This design comes from an exercise in tuning for small area and a short achievable clock period on the open sky130 flow, not from production work. Function was checked by simulation only, so behaviour that the tests miss may differ from the original. The clock input has no modelled driver; a real chip could not lean on it and would need a root buffer or a full tree. Power and IR drop assume default switching activity.

run 1:
==> flow/design.v <==
module moving_avg_filt(
  input clk,
  input signed [7:0] signal_in,
  output signed [7:0] signal_out
  );
  parameter N = 64;  
  reg signed [7:0] q [0:N-1];
  reg signed [8:0] d;
  reg signed [13:0] sum;
  reg [13:0] acc;
  reg [5:0] phase;
  reg load;
  reg keep;
  wire signed [13:0] acc_sum = {~acc[13], acc[12:0]};
  wire [7:0] acc_lo = keep ? acc[7:0] : 8'd0;
  wire [8:0] alo = {1'b0, acc_lo} + {1'b0, ~q[0][7], q[0][6:0]};
  wire [5:0] ahi_up = acc[13:8] + 6'd1;
  wire [5:0] ahi = keep ? (alo[8] ? ahi_up : acc[13:8]) : 6'd0;
  integer i;
  always @(posedge clk) begin
    q[0] <= signal_in;
    for (i = 0; i < N - 1; i = i + 1)
      q[i + 1] <= q[i];
    d <= signal_in - q[N-1];
    phase <= phase + 6'd1;
    load <= (phase == 6'd62);
    keep <= (phase != 6'd62);
    sum <= (load ? acc_sum : sum) + d;
    acc <= {ahi, alo[7:0]};
  end
  assign signal_out = sum[13:6];
endmodule
Settings: LEC_CHECK=0, ABC_CLOCK_PERIOD_IN_PS=2000, CAP_MARGIN=20, CORE_MARGIN=2, CORE_UTILIZATION=60, HOLD_SLACK_MARGIN=0, PLACE_DENSITY=0.75, SLEW_MARGIN=20; clock period 8.0 ns.
standard.sh (not shown) runs the stock make flow with config.mk's settings and CLKGATE_MAP_FILE= SYNTH_SCRIPT=/design/flow/synth_recipe.tcl, a recipe that flattens the netlist after the stock synthesis.
==> flow/flow/run.sh <==
#!/bin/bash
set -euo pipefail
bash standard.sh \
  BUFFER_PORTS_ARGS="-buffer_cell sky130_fd_sc_hd__buf_2" \
  CTS_ARGS="-sink_clustering_enable -repair_clock_nets -dont_use_dummy_load -sink_clustering_size 34 -sink_clustering_max_diameter 70 -buf_list {sky130_fd_sc_hd__clkbuf_16}" \
  SETUP_SLACK_MARGIN=5.4 \
  finish > flow.log 2>&1
Changes in run 2 relative to run 1:
==> flow/flow/run.sh <==
#!/bin/bash
# Standard ORFS layout (standard synthesis unchanged) with port buffers of a
# plain buffer cell, no CTS dummy loads, a tighter setup repair target, and
# the clock tree's branch level removed after CTS (flow/collapse.tcl).
set -euo pipefail
bash standard.sh \
  BUFFER_PORTS_ARGS="-buffer_cell sky130_fd_sc_hd__buf_1" \
  CTS_ARGS="-sink_clustering_enable -repair_clock_nets -dont_use_dummy_load -sink_clustering_size 34 -sink_clustering_max_diameter 70 -buf_list {sky130_fd_sc_hd__clkbuf_16}" \
  POST_CTS_TCL="$PWD/flow/collapse.tcl" \
  SETUP_SLACK_MARGIN=5.4 \
  finish > flow.log 2>&1
==> flow/flow/collapse.tcl (new file) <==
# Remove the branch level of the clock tree: every clock buffer that the root
# buffer drives and that itself drives only clock buffers is taken out, and the
# buffers it drove are fed by the root buffer directly. All leaf buffers stay
# one level below the root, so every register's clock keeps the same depth.
set block [ord::get_db_block]
set clk_net [$block findNet clk]
set root ""
foreach it [$clk_net getITerms] {
  if {[$it isInputSignal]} { set root [$it getInst] }
}
set root_out [[$root findITerm X] getNet]
set removed 0
foreach it [$root_out getITerms] {
  set inst [$it getInst]
  if {$inst == $root} { continue }
  set x [$inst findITerm X]
  if {$x == "NULL" || $x == ""} { continue }
  set out [$x getNet]
  set loads {}
  set all_bufs 1
  foreach lt [$out getITerms] {
    if {[$lt getInst] == $inst} { continue }
    if {![string match "sky130_fd_sc_hd__clkbuf_*" [[[$lt getInst] getMaster] getName]]} { set all_bufs 0 }
    lappend loads $lt
  }
  if {!$all_bufs} { continue }
  foreach lt $loads {
    $lt disconnect
    $lt connect $root_out
  }
  $x disconnect
  $it disconnect
  odb::dbInst_destroy $inst
  odb::dbNet_destroy $out
  incr removed
}
puts "collapse.tcl: removed $removed branch clock buffers"
estimate_parasitics -placement
report_clock_skew
[summary]
- Worst setup slack delta (run 2 − run 1): favourable
- As far as top-level I/O count goes, run 1 and run 2 are indistinguishable; the numbers are identical.
- Against run 1, run 2 reports a sequential share of layout area that is higher.
- Compared run 2 vs run 1, and met3 layer usage reported by global route is up in run 2.
- The higher share of total power in sequential cells came out of run 2.
- Between run 1 and run 2, the maximum frequency figures differ only marginally.
- Slew of the pin with the lowest slew margin: run 2 lower than run 1
--- input diff run 2..run 3 ---
Settings: GPL_TIMING_DRIVEN now 1, previously not set.
==> flow/flow/run.sh <==
#!/bin/bash
# Standard ORFS layout (standard synthesis unchanged) with port buffers of a
# plain buffer cell, no CTS dummy loads, a tighter setup repair target, and
# the clock tree's branch level removed after CTS (flow/collapse.tcl).
set -euo pipefail
bash standard.sh \
  BUFFER_PORTS_ARGS="-buffer_cell sky130_fd_sc_hd__buf_2" \
  CTS_ARGS="-sink_clustering_enable -repair_clock_nets -dont_use_dummy_load -sink_clustering_size 34 -sink_clustering_max_diameter 70 -buf_list {sky130_fd_sc_hd__clkbuf_16}" \
  POST_CTS_TCL="$PWD/flow/collapse.tcl" \
  SETUP_SLACK_MARGIN=5.4 \
  finish > flow.log 2>&1
--- outcome ---
Compared run 2 against run 3; design area within noise.
The post-route total power was comparable across run 3 and run 2.
Diff run 3..run 2 | number of nets at the end of the flow | negligible


lane 1:
Starts from the design.v that is shown in full above.
export LEC_CHECK = 0
export ABC_CLOCK_PERIOD_IN_PS = 2000
export CAP_MARGIN = 20
export CORE_MARGIN = 2
export CORE_UTILIZATION = 70
export HOLD_SLACK_MARGIN = 0
export PLACE_DENSITY = 0.85
export SLEW_MARGIN = 20
create_clock -name core_clock -period 8.0 [get_ports {clk}]
==> flow/flow/run.sh <==
#!/bin/bash
# Standard ORFS layout (standard synthesis unchanged) with port buffers of a
# plain buffer cell, no CTS dummy loads, a tighter setup repair target, and
# the clock tree's branch level removed after CTS (flow/collapse.tcl).
set -euo pipefail
bash standard.sh \
  BUFFER_PORTS_ARGS="-buffer_cell sky130_fd_sc_hd__buf_2" \
  CTS_ARGS="-sink_clustering_enable -repair_clock_nets -dont_use_dummy_load -sink_clustering_size 34 -sink_clustering_max_diameter 70 -buf_list {sky130_fd_sc_hd__clkbuf_16}" \
  POST_CTS_TCL="$PWD/flow/collapse.tcl" \
  SETUP_SLACK_MARGIN=5.4 \
  finish > flow.log 2>&1
==> flow/flow/collapse.tcl <==
# Remove the branch level of the clock tree: every clock buffer that the root
# buffer drives and that itself drives only clock buffers is taken out, and the
# buffers it drove are fed by the root buffer directly. All leaf buffers stay
# one level below the root, so every register's clock keeps the same depth.
set block [ord::get_db_block]
set clk_net [$block findNet clk]
set root ""
foreach it [$clk_net getITerms] {
  if {[$it isInputSignal]} { set root [$it getInst] }
}
set root_out [[$root findITerm X] getNet]
set removed 0
foreach it [$root_out getITerms] {
  set inst [$it getInst]
  if {$inst == $root} { continue }
  set x [$inst findITerm X]
  if {$x == "NULL" || $x == ""} { continue }
  set out [$x getNet]
  set loads {}
  set all_bufs 1
  foreach lt [$out getITerms] {
    if {[$lt getInst] == $inst} { continue }
    if {![string match "sky130_fd_sc_hd__clkbuf_*" [[[$lt getInst] getMaster] getName]]} { set all_bufs 0 }
    lappend loads $lt
  }
  if {!$all_bufs} { continue }
  foreach lt $loads {
    $lt disconnect
    $lt connect $root_out
  }
  $x disconnect
  $it disconnect
  odb::dbInst_destroy $inst
  odb::dbNet_destroy $out
  incr removed
}
puts "collapse.tcl: removed $removed branch clock buffers"
estimate_parasitics -placement
report_clock_skew
Inputs modified between lane 1 and lane 2:
# lane 1
export LEC_CHECK = 0
export ABC_CLOCK_PERIOD_IN_PS = 2000
export CAP_MARGIN = 20
export CORE_MARGIN = 2
export CORE_UTILIZATION = 70
export HOLD_SLACK_MARGIN = 0
export PLACE_DENSITY = 0.85
export SLEW_MARGIN = 20
create_clock -name core_clock -period 8.0 [get_ports {clk}]
# lane 2
export LEC_CHECK = 0
export ABC_CLOCK_PERIOD_IN_PS = 2000
export CAP_MARGIN = 20
export CORE_MARGIN = 2
export CORE_UTILIZATION = 60
export HOLD_SLACK_MARGIN = 0
export PLACE_DENSITY = 0.75
export SLEW_MARGIN = 20
create_clock -name core_clock -period 8.0 [get_ports {clk}]
-- flow/flow/run.sh --
<<< lane 1, line 8
  CTS_ARGS="-sink_clustering_enable -repair_clock_nets -dont_use_dummy_load -sink_clustering_size 34 -sink_clustering_max_diameter 70 -buf_list {sky130_fd_sc_hd__clkbuf_16}" \
>>> lane 2, line 8
  CTS_ARGS="-sink_clustering_enable -repair_clock_nets -dont_use_dummy_load -sink_clustering_size 28 -sink_clustering_max_diameter 60 -buf_list {sky130_fd_sc_hd__clkbuf_16}" \
- Across both runs, share of the final layout cell area in sequential cells was lower for lane 2 than for lane 1.
- In the final reports, the cell area of lane 2 is larger than that of lane 1.
- Lane 2: total power about 1.9% above lane 1
- Lane 2 vs. lane 1: internal power consumption now sits higher; total met2 wirelength after detailed routing now sits lower.
- Lane 2 went all the way through synthesis, placement and routing and the layout is clean on timing, DRC and antenna.
> inputs changed (lane 2 -> lane 3)
# lane 2
export LEC_CHECK = 0
export ABC_CLOCK_PERIOD_IN_PS = 2000
export CAP_MARGIN = 20
export CORE_MARGIN = 2
export CORE_UTILIZATION = 60
export HOLD_SLACK_MARGIN = 0
export PLACE_DENSITY = 0.75
export SLEW_MARGIN = 20
create_clock -name core_clock -period 8.0 [get_ports {clk}]
# lane 3
export LEC_CHECK = 0
export ABC_CLOCK_PERIOD_IN_PS = 2000
export CAP_MARGIN = 20
export CORE_MARGIN = 2
export CORE_UTILIZATION = 60
export GPL_TIMING_DRIVEN = 0
export HOLD_SLACK_MARGIN = 0
export PLACE_DENSITY = 0.75
export SLEW_MARGIN = 20
create_clock -name core_clock -period 8.0 [get_ports {clk}]
-- flow/flow/run.sh --
<<< lane 2, line 8
  CTS_ARGS="-sink_clustering_enable -repair_clock_nets -dont_use_dummy_load -sink_clustering_size 28 -sink_clustering_max_diameter 60 -buf_list {sky130_fd_sc_hd__clkbuf_16}" \
>>> lane 3, line 8
  CTS_ARGS="-sink_clustering_enable -repair_clock_nets -dont_use_dummy_load -sink_clustering_size 34 -sink_clustering_max_diameter 70 -buf_list {sky130_fd_sc_hd__clkbuf_16}" \
The flow did not stop early for lane 3: all stages ran, and the layout cleared the timing, DRC and antenna checks. | required time at the endpoint of the critical path | lane 2 vs lane 3 | ≈ equal |. ~same combined flip-flop and latch cell area in lane 2 and lane 3. Antenna violation net count after detailed routing: lane 3 vs lane 2 identical. In terms of number of enable flip-flop cells after synthesis, lane 2 and lane 3 differ only marginally. As far as synthesized cell count is concerned, lane 3 and lane 2 perform about the same. Lane 3 has routed wire length above what lane 2 had. Diff lane 2 -> lane 3: measured slew at the worst slew-check pin increased by 22 ps relative to the old numbers, combinational share of power shows an increase of 3.4 points, count of buffering cells on the critical path with inverters included shows an increase of 1, area of all placed cells without fillers now larger, share of flip-flops with an asynchronous set or reset after synthesis stayed essentially flat.
### lane 3 -> lane 4
# lane 3
export LEC_CHECK = 0
export ABC_CLOCK_PERIOD_IN_PS = 2000
export CAP_MARGIN = 20
export CORE_MARGIN = 2
export CORE_UTILIZATION = 60
export GPL_TIMING_DRIVEN = 0
export HOLD_SLACK_MARGIN = 0
export PLACE_DENSITY = 0.75
export SLEW_MARGIN = 20
create_clock -name core_clock -period 8.0 [get_ports {clk}]
# lane 4
export LEC_CHECK = 0
export ABC_CLOCK_PERIOD_IN_PS = 2000
export CAP_MARGIN = 20
export CORE_MARGIN = 2
export CORE_UTILIZATION = 60
export HOLD_SLACK_MARGIN = 0
export PLACE_DENSITY = 0.75
export SLEW_MARGIN = 20
create_clock -name core_clock -period 8.0 [get_ports {clk}]
-- flow/flow/run.sh --
<<< lane 3, line 10
  SETUP_SLACK_MARGIN=5.4 \
>>> lane 4, line 10
  SETUP_SLACK_MARGIN=5.5 \
Setup WNS lane 3 -> lane 4: better
Lane 4 vs lane 3 — switching power dropped by a few percent
Via count of the routed design: lane 4 vs lane 3 down 0.98%
Relative to lane 4, the following input files were edited for lane 5:
# lane 4
export LEC_CHECK = 0
export ABC_CLOCK_PERIOD_IN_PS = 2000
export CAP_MARGIN = 20
export CORE_MARGIN = 2
export CORE_UTILIZATION = 60
export HOLD_SLACK_MARGIN = 0
export PLACE_DENSITY = 0.75
export SLEW_MARGIN = 20
create_clock -name core_clock -period 8.0 [get_ports {clk}]
# lane 5
export LEC_CHECK = 0
export ABC_CLOCK_PERIOD_IN_PS = 2000
export CAP_MARGIN = 20
export CORE_MARGIN = 2
export CORE_UTILIZATION = 50
export HOLD_SLACK_MARGIN = 0
export PLACE_DENSITY = 0.65
export SLEW_MARGIN = 20
create_clock -name core_clock -period 8.0 [get_ports {clk}]
-- flow/flow/run.sh --
<<< lane 4, line 10
  SETUP_SLACK_MARGIN=5.5 \
>>> lane 5, line 10
  SETUP_SLACK_MARGIN=5.4 \
Notes after the runs:
Lane 5: done, clean on timing, DRC and antenna
The total of clock buffers placed in the layout on lane 5 is in line with that on lane 4.
Compared with lane 4, in lane 5 placement row count went up by 9.4%; count of nets after finishing about even.
Compared with lane 4, in lane 5 routing usage on met3 lost 0.65 points, vias after detailed routing lost 143.

## re-timing with driven ports
Ports are ideal in the flow. The routed layouts listed here were re-timed in OpenROAD.
Step 1, drivers: a clkbuf_16 drives clk and a buf_2 each remaining input, both assumed.
Step 2 also shifts input and output timing later by t, the mid clock arrival at the registers, as if the neighbouring blocks saw the same clock.
a / b / c = ideal / step 1 / step 2; a / b = the first two.
| run | t, ns | slack for setup (ns) | hold slack, ns | worst register clock-pin slew, ns | pins driven straight from the clock port |
|---|---|---|---|---|---|
| run 1 | 0.556 | 5.445 / 5.399 / 4.946 | 0.283 / 0.283 / 0.283 | 0.12 / 0.12 | 1 |
| run 2 | 0.535 | 5.451 / 5.406 / 4.942 | 0.296 / 0.296 / 0.296 | 0.11 / 0.11 | 1 |
| run 3 | 0.538 | 5.459 / 5.412 / 4.953 | 0.298 / 0.298 / 0.298 | 0.12 / 0.12 | 1 |
| lane 1 | 0.524 | 5.429 / 5.383 / 4.982 | 0.265 / 0.265 / 0.265 | 0.12 / 0.12 | 1 |
| lane 2 | 0.568 | 5.435 / 5.389 / 4.938 | 0.286 / 0.286 / 0.286 | 0.10 / 0.10 | 1 |
| lane 3 | 0.524 | 5.361 / 5.317 / 4.972 | 0.312 / 0.312 / 0.312 | 0.12 / 0.12 | 1 |
| lane 4 | 0.532 | 5.464 / 5.421 / 4.933 | 0.299 / 0.299 / 0.299 | 0.12 / 0.12 | 1 |
| lane 5 | 0.534 | 5.455 / 5.409 / 4.959 | 0.309 / 0.309 / 0.309 | 0.11 / 0.11 | 1 |
After both steps every run listed still meets setup and hold. For lane 4, which loses most, drivers alone change the setup slack by -0.043 ns; drivers and shift together by -0.531 ns.
